Context: an optimization exercise on an open-source flow, tuned for a short achievable clock period and few clock cycles. The choices shown serve that exercise and are no tape-out recipe.
Function was checked by simulation only, so behaviour that the tests miss may differ from the original.
Power and IR drop assume default switching activity.

### flow/run.sh
#!/bin/bash
# synth_recipe.tcl (not shown) runs the flow's synth.tcl, then flattens the netlist and writes it again
# the make line also repeats each setting of config.mk as NAME=value (left out here)
make -C /OpenROAD-flow-scripts/flow DESIGN_CONFIG=/design/flow/config.mk WORK_HOME=/design/flow/orfs CLKGATE_MAP_FILE= SYNTH_SCRIPT=/design/flow/synth_recipe.tcl finish
### flow/config.mk
export PLATFORM = sky130hd
export DESIGN_NAME = cpu
export DESIGN_NICKNAME = cpu
export VERILOG_FILES = /design/flow/design.v
export SDC_FILE = /design/flow/constraint.sdc
export NUM_CORES = 4
export LEC_CHECK = 0
export CAP_MARGIN = 20
export CORE_MARGIN = 2
export CORE_UTILIZATION = 40
export PLACE_DENSITY = 0.6
export SLEW_MARGIN = 20
### flow/constraint.sdc
create_clock -name core_clock -period 11.0 [get_ports {clk}]
set_input_delay 2.2000 -clock core_clock [delete_from_list [all_inputs] [get_ports {clk}]]
set_output_delay 2.2000 -clock core_clock [all_outputs]
set_load 0.01 [all_outputs]
### flow/design.v
module dummydecoder(
    input [31:0] instr,       
    output reg [5:0] op,      
    output reg [4:0] rs1,     
    output reg [4:0] rs2,     
    output reg [4:0] rd,      
    input  [31:0] r_rv2,      
    output reg [31:0] rv2,    
    output reg we             
);
    always @* begin
        case({instr[14:12], instr[6:0]})
            10'b0000010011 : begin op = 0; rv2 = {{20{instr[31]}},instr[31:20]}; we = 1;end			 
            10'b0100010011 : begin op = 1; rv2 = {{20{instr[31]}},instr[31:20]}; we = 1;end			 
            10'b0110010011 : begin op = 2; rv2 = {{20{instr[31]}},instr[31:20]}; we = 1;end			 
            10'b1000010011 : begin op = 3; rv2 = {{20{instr[31]}},instr[31:20]}; we = 1;end			 
            10'b1100010011 : begin op = 4; rv2 = {{20{instr[31]}},instr[31:20]}; we = 1;end			 
            10'b1110010011 : begin op = 5; rv2 = {{20{instr[31]}},instr[31:20]}; we = 1;end			 
            10'b0010010011 : begin op = 6; rv2 = {{20{instr[31]}},instr[31:20]}; we = 1;end			 
            10'b1010010011 : begin op = instr[30] ? 8 : 7;  rv2 = instr[24:20]; we = 1;end	 
            10'b0000110011 : begin op = instr[30] ? 10 : 9; rv2 = r_rv2; we = 1;end	 
		    10'b0010110011 : begin op = 11; rv2 = r_rv2; we = 1;end			    
		    10'b0100110011 : begin op = 12; rv2 = r_rv2; we = 1;end			    
		    10'b0110110011 : begin op = 13; rv2 = r_rv2; we = 1;end			    
		    10'b1000110011 : begin op = 14; rv2 = r_rv2; we = 1;end			    
            10'b1010110011 : begin op = instr[30] ? 16 : 15; rv2 = r_rv2; we = 1;end	 
		    10'b1100110011 : begin op = 17; rv2 = r_rv2; we = 1;end			    
		    10'b1110110011 : begin op = 18; rv2 = r_rv2; we = 1;end			    
            10'b0000000011 : begin op = 19; rv2 = r_rv2; we = 1;end             
            10'b0010000011 : begin op = 20; rv2 = r_rv2; we = 1;end             
            10'b0100000011 : begin op = 21; rv2 = r_rv2; we = 1;end             
            10'b1000000011 : begin op = 22; rv2 = r_rv2; we = 1;end             
            10'b1010000011 : begin op = 23; rv2 = r_rv2; we = 1;end             
            10'b0000100011 : begin op = 24; rv2 = r_rv2; we = 0;end             
            10'b0010100011 : begin op = 25; rv2 = r_rv2; we = 0;end             
            10'b0100100011 : begin op = 26; rv2 = r_rv2; we = 0;end             
            10'b0001100011 : begin op = 31; rv2 = r_rv2; we = 0;end             
            10'b0011100011 : begin op = 32; rv2 = r_rv2; we = 0;end             
            10'b1001100011 : begin op = 33; rv2 = r_rv2; we = 0;end             
            10'b1011100011 : begin op = 34; rv2 = r_rv2; we = 0;end             
            10'b1101100011 : begin op = 35; rv2 = r_rv2; we = 0;end             
            10'b1111100011 : begin op = 36; rv2 = r_rv2; we = 0;end             
            10'b0001100111 : begin op = 30; rv2 = r_rv2; we = 1;end             
            default:begin
                 case (instr[6:0])
            7'b1101111 : begin op = 29; rv2 = r_rv2; we = 1;end             
            7'b0110111 : begin op = 27; rv2 = r_rv2; we = 1;end             
            7'b0010111 : begin op = 28; rv2 = r_rv2; we = 1;end             
                     default:begin op = 0; we = 0;rv2=r_rv2; end
        endcase
            end
	endcase
     rs1 = instr [19:15];
     rs2 = instr [24:20];
     rd  = instr [11:7];
    end
endmodule
module alu32(
    input [5:0] op,       
    input [31:0] rv1,     
    input [31:0] rv2,     
    output reg [31:0] rvout,   
    input [31:0] drdata,
    output reg [31:0] dwdata,
    output reg [3:0] dwe,
    input [31:0] daddr,
    input [31:0] iaddr,
    input [31:0] instr
);
    always @* begin
        case(op)
            0 : begin rvout = rv1 + rv2; dwe = 0; dwdata = 0; end   
            1 : begin rvout = $signed(rv1) < $signed(rv2); dwe = 0; dwdata = 0;end  
            2 : begin rvout = rv1 < rv2; dwe = 0; dwdata = 0;end  
            3 : begin rvout = rv1 ^ rv2; dwe = 0; dwdata = 0;end  
            4 : begin rvout = rv1 | rv2; dwe = 0; dwdata = 0;end  
            5 : begin rvout = rv1 & rv2; dwe = 0; dwdata = 0;end  
            6 : begin rvout = rv1 << rv2[4:0]; dwe = 0; dwdata = 0;end  
            7 : begin rvout = rv1 >> rv2[4:0]; dwe = 0; dwdata = 0;end  
            8 : begin rvout = $signed(rv1) >>> rv2[4:0]; dwe = 0; dwdata = 0;end  
            9 : begin rvout = rv1 + rv2; dwe = 0; dwdata = 0;end  
            10: begin rvout = rv1 - rv2; dwe = 0; dwdata = 0;end  
            11: begin rvout = rv1 << rv2[4:0]; dwe = 0; dwdata = 0;end  
            12: begin rvout = $signed(rv1) < $signed(rv2); dwe = 0; dwdata = 0;end  
            13: begin rvout = rv1 < rv2; dwe = 0; dwdata = 0;end  
            14: begin rvout = rv1 ^ rv2; dwe = 0; dwdata = 0;end  
            15: begin rvout = rv1 >> rv2[4:0]; dwe = 0; dwdata = 0;end  
            16: begin rvout = $signed(rv1) >>> rv2[4:0]; dwe = 0; dwdata = 0;end  
            17: begin rvout = rv1 | rv2; dwe = 0; dwdata = 0;end  
            18: begin rvout = rv1 & rv2; dwe = 0; dwdata = 0;end  
            19 : begin dwe = 0;dwdata = 0;            
            case (daddr[1:0])
                2'b00: rvout = {{24{drdata[7]}}, drdata[7:0]};    
                2'b01: rvout = {{24{drdata[15]}}, drdata[15:8]};  
                2'b10: rvout = {{24{drdata[23]}}, drdata[23:16]};
                2'b11: rvout = {{24{drdata[31]}}, drdata[31:24]};
                default : rvout = {{24{drdata[7]}}, drdata[7:0]};
            endcase
                end                                                      
            20 : begin  dwe = 0; dwdata = 0;
                case (daddr[1:0])
                    2'b00: rvout = {{16{drdata[15]}}, drdata[15:0]};
                    2'b10: rvout = {{16{drdata[31]}}, drdata[31:16]};
                    default : rvout = {{16{drdata[15]}}, drdata[15:0]};
                endcase
                end                                                      
            21 : begin rvout = drdata; dwe = 0; dwdata = 0; end                          
            22 : begin dwe = 0;dwdata = 0; 
                case (daddr[1:0])
                    2'b00: rvout = {{24{1'b0}}, drdata[7:0]};
                    2'b01: rvout = {{24{1'b0}}, drdata[15:8]};
                    2'b10: rvout = {{24{1'b0}}, drdata[23:16]};
                    2'b11: rvout = {{24{1'b0}}, drdata[31:24]};
                    default : rvout = {{24{1'b0}}, drdata[7:0]};
                endcase
                end                                                      
            23 : begin dwe = 0; dwdata = 0; 
                case (daddr[1:0])
                    2'b00: rvout = {{16{1'b0}}, drdata[15:0]};
                    2'b10: rvout = {{16{1'b0}}, drdata[31:16]};
                    default : rvout = {{16{1'b0}}, drdata[15:0]};
                endcase
                end                                                     
            24 : begin dwdata = {4{rv2[7:0]}}; rvout = 0;
                case(daddr[1:0])
                    2'b00: dwe = 4'b0001;         
                    2'b01: dwe = 4'b0010;         
                    2'b10: dwe = 4'b0100;         
                    2'b11: dwe = 4'b1000;         
                    default : dwe = 4'b0001; 
                endcase 
            end                                                             
            25 : begin dwdata = {2{rv2[15:0]}}; rvout = 0;
                case(daddr[1:0])
                    2'b00: dwe = 4'b0011;        
                    2'b10: dwe = 4'b1100;
                    default : dwe = 4'b0011;
                endcase
            end                                                              
            26 : begin dwdata = rv2; dwe = 4'b1111; rvout = 0; end                      
            27: begin rvout = {instr[31:12],{12{1'b0}}}; dwe = 0; dwdata = 0;end  
            28: begin rvout = iaddr + {instr[31:12],{12{1'b0}}}; dwe = 0; dwdata = 0;end  
            29: begin rvout = iaddr +4; dwe = 0; dwdata = 0;end  
            30: begin rvout = iaddr +4; dwe = 0; dwdata = 0;end  
            31: begin dwe = 0; dwdata = 0; rvout = 0; end       
            32: begin dwe = 0; rvout = 0; dwdata = 0; end  
            33: begin dwe = 0; rvout = 0; dwdata = 0; end  
            34: begin dwe = 0; rvout = 0; dwdata = 0; end  
            35: begin dwe = 0; rvout = 0; dwdata = 0; end  
            36: begin dwe = 0; rvout = 0; dwdata = 0; end  
            default : begin rvout =0; dwe = 0; dwdata = 0; end 
        endcase
    end
endmodule
module regfile(
    input [4:0] rs1,      
    input [4:0] rs2,      
    input [4:0] rd,       
    input we,             
    input [31:0] wdata,   
    output reg [31:0] rv1,    
    output reg [31:0] rv2,    
    input clk,             
    input [5:0] op,
    input [31:0] instr,
    output reg [31:0] daddr,
    input [31:0] iaddr
);
    reg [31:0] memory [0:31];
    always @* begin
        rv1 = (rs1 == 0) ? 32'd0 : memory[rs1];
        rv2 = (rs2 == 0) ? 32'd0 : memory[rs2];
        case(op)
            19,20,21,22,
            23: daddr = rv1 + {{20{instr[31]}},instr[31:20]};
            24,25,
            26: daddr = rv1 + {{ 20{instr[31]}},instr[31:25],instr[11:7]};
            default : daddr = 0;   
        endcase 
    end
    always @(posedge clk) begin   
        if(we == 1 & rd!= 0) begin
            memory[rd] <= wdata;
         end
    end
endmodule
module cpu (
    input clk, 
    input reset,
    output reg [31:0] iaddr,
    input [31:0] idata,
    output reg [31:0] daddr,
    input [31:0] drdata,
    output reg [31:0] dwdata,
    output reg [3:0] dwe
);
    wire [31:0] daddr1, dwdata1;  
    wire [3:0] dwe1;
    wire [5:0] op;
    wire [31:0] rv1, rv2, rvout, r_rv2, wdata;
    wire [4:0] rs1, rs2, rd;
    wire we;
    alu32 u1(
        .op(op),
        .rv1(rv1),            
        .rv2(rv2),
        .rvout(rvout),
        .drdata(drdata),      
        .dwdata(dwdata1),     
        .dwe(dwe1),
        .daddr(daddr1),
        .iaddr(iaddr),
        .instr(idata)
    );
    regfile u2(
        .rs1(rs1),
        .rs2(rs2),
        .rd(rd),
        .we(we),
        .wdata(rvout),
        .rv1(rv1),
        .rv2(r_rv2),
        .clk(clk),
        .op(op),
        .instr(idata),
        .daddr(daddr1)
    );
    dummydecoder u3(
        .instr(idata),
        .op(op),
        .rs1(rs1),
        .rs2(rs2),
        .rd(rd),
        .r_rv2(r_rv2),
        .rv2(rv2),
        .we(we)
    );
    always @* begin
        if (reset) begin
           daddr = 0;
           dwdata = 0;
           dwe = 0;
        end
        else begin
           daddr = daddr1;
           dwdata = dwdata1;
           dwe = dwe1;
        end
    end
    wire [31:0] imm_j = {{12{idata[31]}},idata[19:12],idata[20],idata[30:21],1'b0};
    wire [31:0] imm_b = {{20{idata[31]}},idata[7],idata[30:25],idata[11:8],1'b0};
    wire [31:0] jalr_t = rv1 + {{20{idata[31]}},idata[31:20]};
    reg  [31:0] pc_next;
    always @* begin  
        case(op)
            29 : pc_next = iaddr + imm_j;  
            30 : pc_next = {jalr_t[31:1], 1'b0};  
            31 : pc_next = (rv1 == rv2) ? iaddr + imm_b : iaddr + 4;  
            32 : pc_next = (rv1 != rv2) ? iaddr + imm_b : iaddr + 4;  
            33 : pc_next = ($signed(rv1) < $signed(rv2)) ? iaddr + imm_b : iaddr + 4;  
            34 : pc_next = ($signed(rv1) >= $signed(rv2)) ? iaddr + imm_b : iaddr + 4;  
            35 : pc_next = (rv1 < rv2) ? iaddr + imm_b : iaddr + 4;  
            36 : pc_next = (rv1 >= rv2) ? iaddr + imm_b : iaddr + 4;  
            default : pc_next = iaddr + 4;
        endcase
    end       
    always @(posedge clk) begin  
        if (reset) begin
            iaddr <= 0;
        end else begin
            iaddr <= pc_next;
        end
    end
endmodule
==> metrics.md <==
| Metric | Value |
|---|---|
| CP startpoint kind | input pin |
| Launching instance or port of the critical path | idata[18] |
| DRC | 0 |
| Fraction of final layout cells sized beyond drive strength 1 | 20.5% |
| Worst R2R Path Depth | 17 |
| Detailed Place HPWL | 207000 um |
| R2R setup slack | 3.29 ns |
| Setup repair bufs after CTS | 0 |
| Vias in the first global route | 50848 |
| Synth Flop Type | edfxtp_1 |
| Number of endpoints failing setup at the final stage | 0 |
| Pre-CTS worst setup slack | 0.793 ns |
| Cell seen most often among critical-path stages | buf_4 |
| Run status | complete, no violations |
| Worst skew pair latency | 0.76 ns |
| Num ports | 166 |
| Via density per instance | 6.90 |
| Count of max-cap constraint violations | 0 |
| Die Area | 0.171 sq mm |
| Number of antenna violations at the first check in global routing | 11 |
| Total of buffers placed on input and output ports | 164 |
| Number of core rows | 150 |
| Syn. warnings | 4 |
| Post-synth EDFFs | 1024 |
| Sequential cell area fraction in the yosys report | 46.7% |
| Cell type with the largest total area after synthesis | edfxtp_1 |
| Overall Global Routing Usage | 34.0% |
| Maximum number of pins on one net before global-route repair | 64 |
| Global-route wire length before repair | 407000 um |
| Post-route setup slack | 0.542 ns |
| Arrival @ worst endpoint | 8.26 ns |
| Syn Inst Count | 5329 |
| Final count of pins violating max slew | 0 |
| Async set or reset register ratio after synthesis | 0% |
| Required time at the worst-slack endpoint | 8.80 ns |
| VDD IR max | 0.135 mV |
| Worst setup endpoint | daddr[28] |
| Setup repair after global routing missed its margin | no |
| Fmax | 95.6 MHz |
| # resized after CTS | 0 |
| Crit-path max cell delay | 0.63 ns |
| Starting utilization of the core area | 40.2% |
| Number of nets with antenna violations after detailed routing | 0 |
| Library cell contributing the largest single delay on the critical path | buf_2 |
| Wirelength, routed | 296000 um |
| Top post-synthesis cells by area | edfxtp_1 (46%), mux4_2 (17%), mux2i_1 (3.8%) |
| Static leakage power | 26.1 nW |
| Worst Hold Depth | 2 |
| End of the worst register-to-register path | u2.memory[27][26] |
| Number of clock sinks seen by CTS | 1055 |
| Y dimension of the die | 414 um |
| Vias post-DR | 53910 |
| Nets | 5775 |
| Post-synthesis instance area | 0.0672 sq mm |
| H-Tree Depth | 3 |
| Core area | 0.167 sq mm |
| Leading cell types by count after synthesis | edfxtp_1 (1024), mux4_2 (511), a21oi_1 (386) |
| Top cell type's share of synthesized area | 45.8% |
| Critical path cell sequence | buf_2 > or3b_2 > buf_4 > buf_4 > o22ai_1 > or3_1 > a211oi_1 > nor4_2 > buf_4 > ha_1 > a21boi_0 > o21ai_0 > nand2b_1 > a21o_1 > a21oi_1 > o21ai_0 > a31oi_1 > o22ai_1 > mux2_2 > clkdlybuf4s50_1 |
| Post-Synthesis Mean Instance Area | 12.6 sq um |
| Clk_skew | 0.0802 ns |
| Path type of the worst min-delay path | flop to flop |
| Share of the clock period used by the worst path | 95.1% |
| Average detailed-routed wire length per instance | 37.9 um |
| Placer's final routability congestion estimate | 1.08 |
| Sum of negative setup slack | 0 ns |
| TritonCTS clock tree | done |
| Die width | 414 um |
| Reg-to-Reg Start | u2.memory[16][10] |
| Layout overhead on the synthesized area | 13.4% |
| Element type at the critical path end | output pin |
| PD cells | 160 mW/mm^2 |
| Clock buffers created by TritonCTS | 110 |
| Root Driver | clkbuf_16 |
| Area of all placed cells without fillers | 0.0762 sq mm |
| Most numerous cell in the Yosys netlist | edfxtp_1 |
| Maximum number of buffers from clock root to sink | 3 |
| FF+latch count, synth | 1055 |
| Critical Setup Path Class | input pin to output pin |
| Post-route minimum period | 10.46 ns |
| Number of detailed-routing iterations run before antenna repair | 8 |
| Cts hold-fix bufs | 0 |
| Count of routing violations after the opening detailed-route iteration | 8154 |
| Post-Place Cell Area | 0.0726 sq mm |
| Number of cells in the design after placement | 7606 |
| Worst slew margin relative to its limit | 21.0% |
| Clock-pin slew reported for the worst setup and hold paths after clock tree synthesis | 0.06 ns |
| Number of hold violations in the final report | 0 |
| Worst Max-Slew Pin Slew | 1.17 ns |
| Critical-path maximum fanout | 21 |
| Distinct cell type count of the synthesized netlist | 101 |
| Remaining Overflow, GRT | 0 |
| Final cell count without fillers | 7814 |
-- report_power, final --
| group | switching (W) | internal [W] | total (W) |
|---|---|---|---|
| Clock | 0.00163 | 0.00209 | 0.00372 |
| Sequential | 0.0000499 | 0.00497 | 0.00502 |
| Combinational | 0.00239 | 0.00105 | 0.00345 |
| Total | 0.00407 | 0.00812 | 0.0122 |
-- sequential cells by signal, summed over array words and instances (netlist names) --
register,flops
u2.memory,1024
iaddr,31
-- per-stage QoR --
step / hold slack [ns] / utilization, % / total power, W
after CTS: 0.811 / 45.6 / 0.0121
final: 0.811 / 45.6 / 0.0122
after global routing: 0.844 / 45.6 / 0.0125
after detailed placement: 0.796 / 43.5 / 0.00843
after floorplan: 0.616 / - / 0.00702
after global placement: 0.753 / 43.5 / 0.00842
-- layout make-up --
class,count,area [sq um]
tap,2204,2760
clock inverter,73,697
timing repair buffer,444,3960
clock buffer,133,2860
fill,14961,90900
sequential,1055,31400
antenna,2,5.00
multi-input combinational,3765,34000
inverter,138,523
-- layer usage --
layer	up-vias	wire (um)	track usage, %
li1	21832	-	-
met1	27721	116000	46.9
met2	3672	131000	51.3
met3	685	31400	5.91
met4	0	18800	18.0
met5	-	0	0
-- worst max-delay path: cells and delay by family --
kind	cells	cell delay, ns
AO/OA/AOI/OAI	9	2.28
AND/OR/NAND/NOR	4	0.94
adder cells (fa/ha/maj)	1	0.34
buffers and inverters	5	2.14
multiplexers	1	0.29
-- worst min-delay path by stage --
stage | from | end | slack (ns)
floorplan | iaddr[1] | iaddr[1] | 0.62
global placement | iaddr[1] | iaddr[1] | 0.75
detailed placement | iaddr[1] | iaddr[1] | 0.80
CTS | iaddr[1] | iaddr[1] | 0.81
global route | iaddr[1] | iaddr[1] | 0.84
finish | iaddr[1] | iaddr[1] | 0.81
-- layout by cell type (no fill, tap or decap), types with 100 or more instances in the layout --
cell                n
edfxtp_1         1024
inv_1             131
nand2_1           307
nand3_1           100
clkdlybuf4s50_1   153
a21oi_1           386
mux4_2            511
clkbuf_16         111
buf_4             263
o21ai_0           225
mux2i_1           257
nor2_1            321
ha_1              188
-- logic make-up (layout without fill, tap and decap cells) --
logic type | count (synthesis) | after routing | synth area share [%]
AO/OA/AOI/OAI | 1388 | 1388 | 13.8
AND/OR/NAND/NOR | 1180 | 1180 | 8.45
flip-flops | 1055 | 1055 | 46.7
multiplexers | 830 | 830 | 22.0
buffers and inverters | 541 | 788 | 3.54
adder cells (fa/ha/maj) | 196 | 196 | 3.72
XOR/XNOR | 138 | 138 | 1.80
other | 1 | 35 | 0.00558
Testbench counts, summed over its fixed seeds: cycles 23,803.

## separate check: timing with driven ports
How much do the figures lean on ideal ports? The routed layout below was timed once more, with nothing changed but the port constraints. Step 1, drivers: a clkbuf_16 drives clk and a buf_2 each remaining input, both assumed. Step 2, shift: input delay + t, output delay - t, t = (earliest + latest rising clock arrival at the registers) / 2. This alone moves slack from input paths to output paths. Slacks: ideal / step 1 / step 2; pairs: ideal / step 1.
t (ns): 0.800
setup slack, ns: 0.542 / 0.430 / 0.378
hold WS [ns]: 0.811 / 0.811 / 0.811
clock arrival spread, ns: 0.080 / 0.081
worst slew at a driven data input, ns: 0.19
After both steps this run still meets setup and hold. The setup slack of this run moves by -0.112 ns with the drivers and by -0.164 ns with both steps.
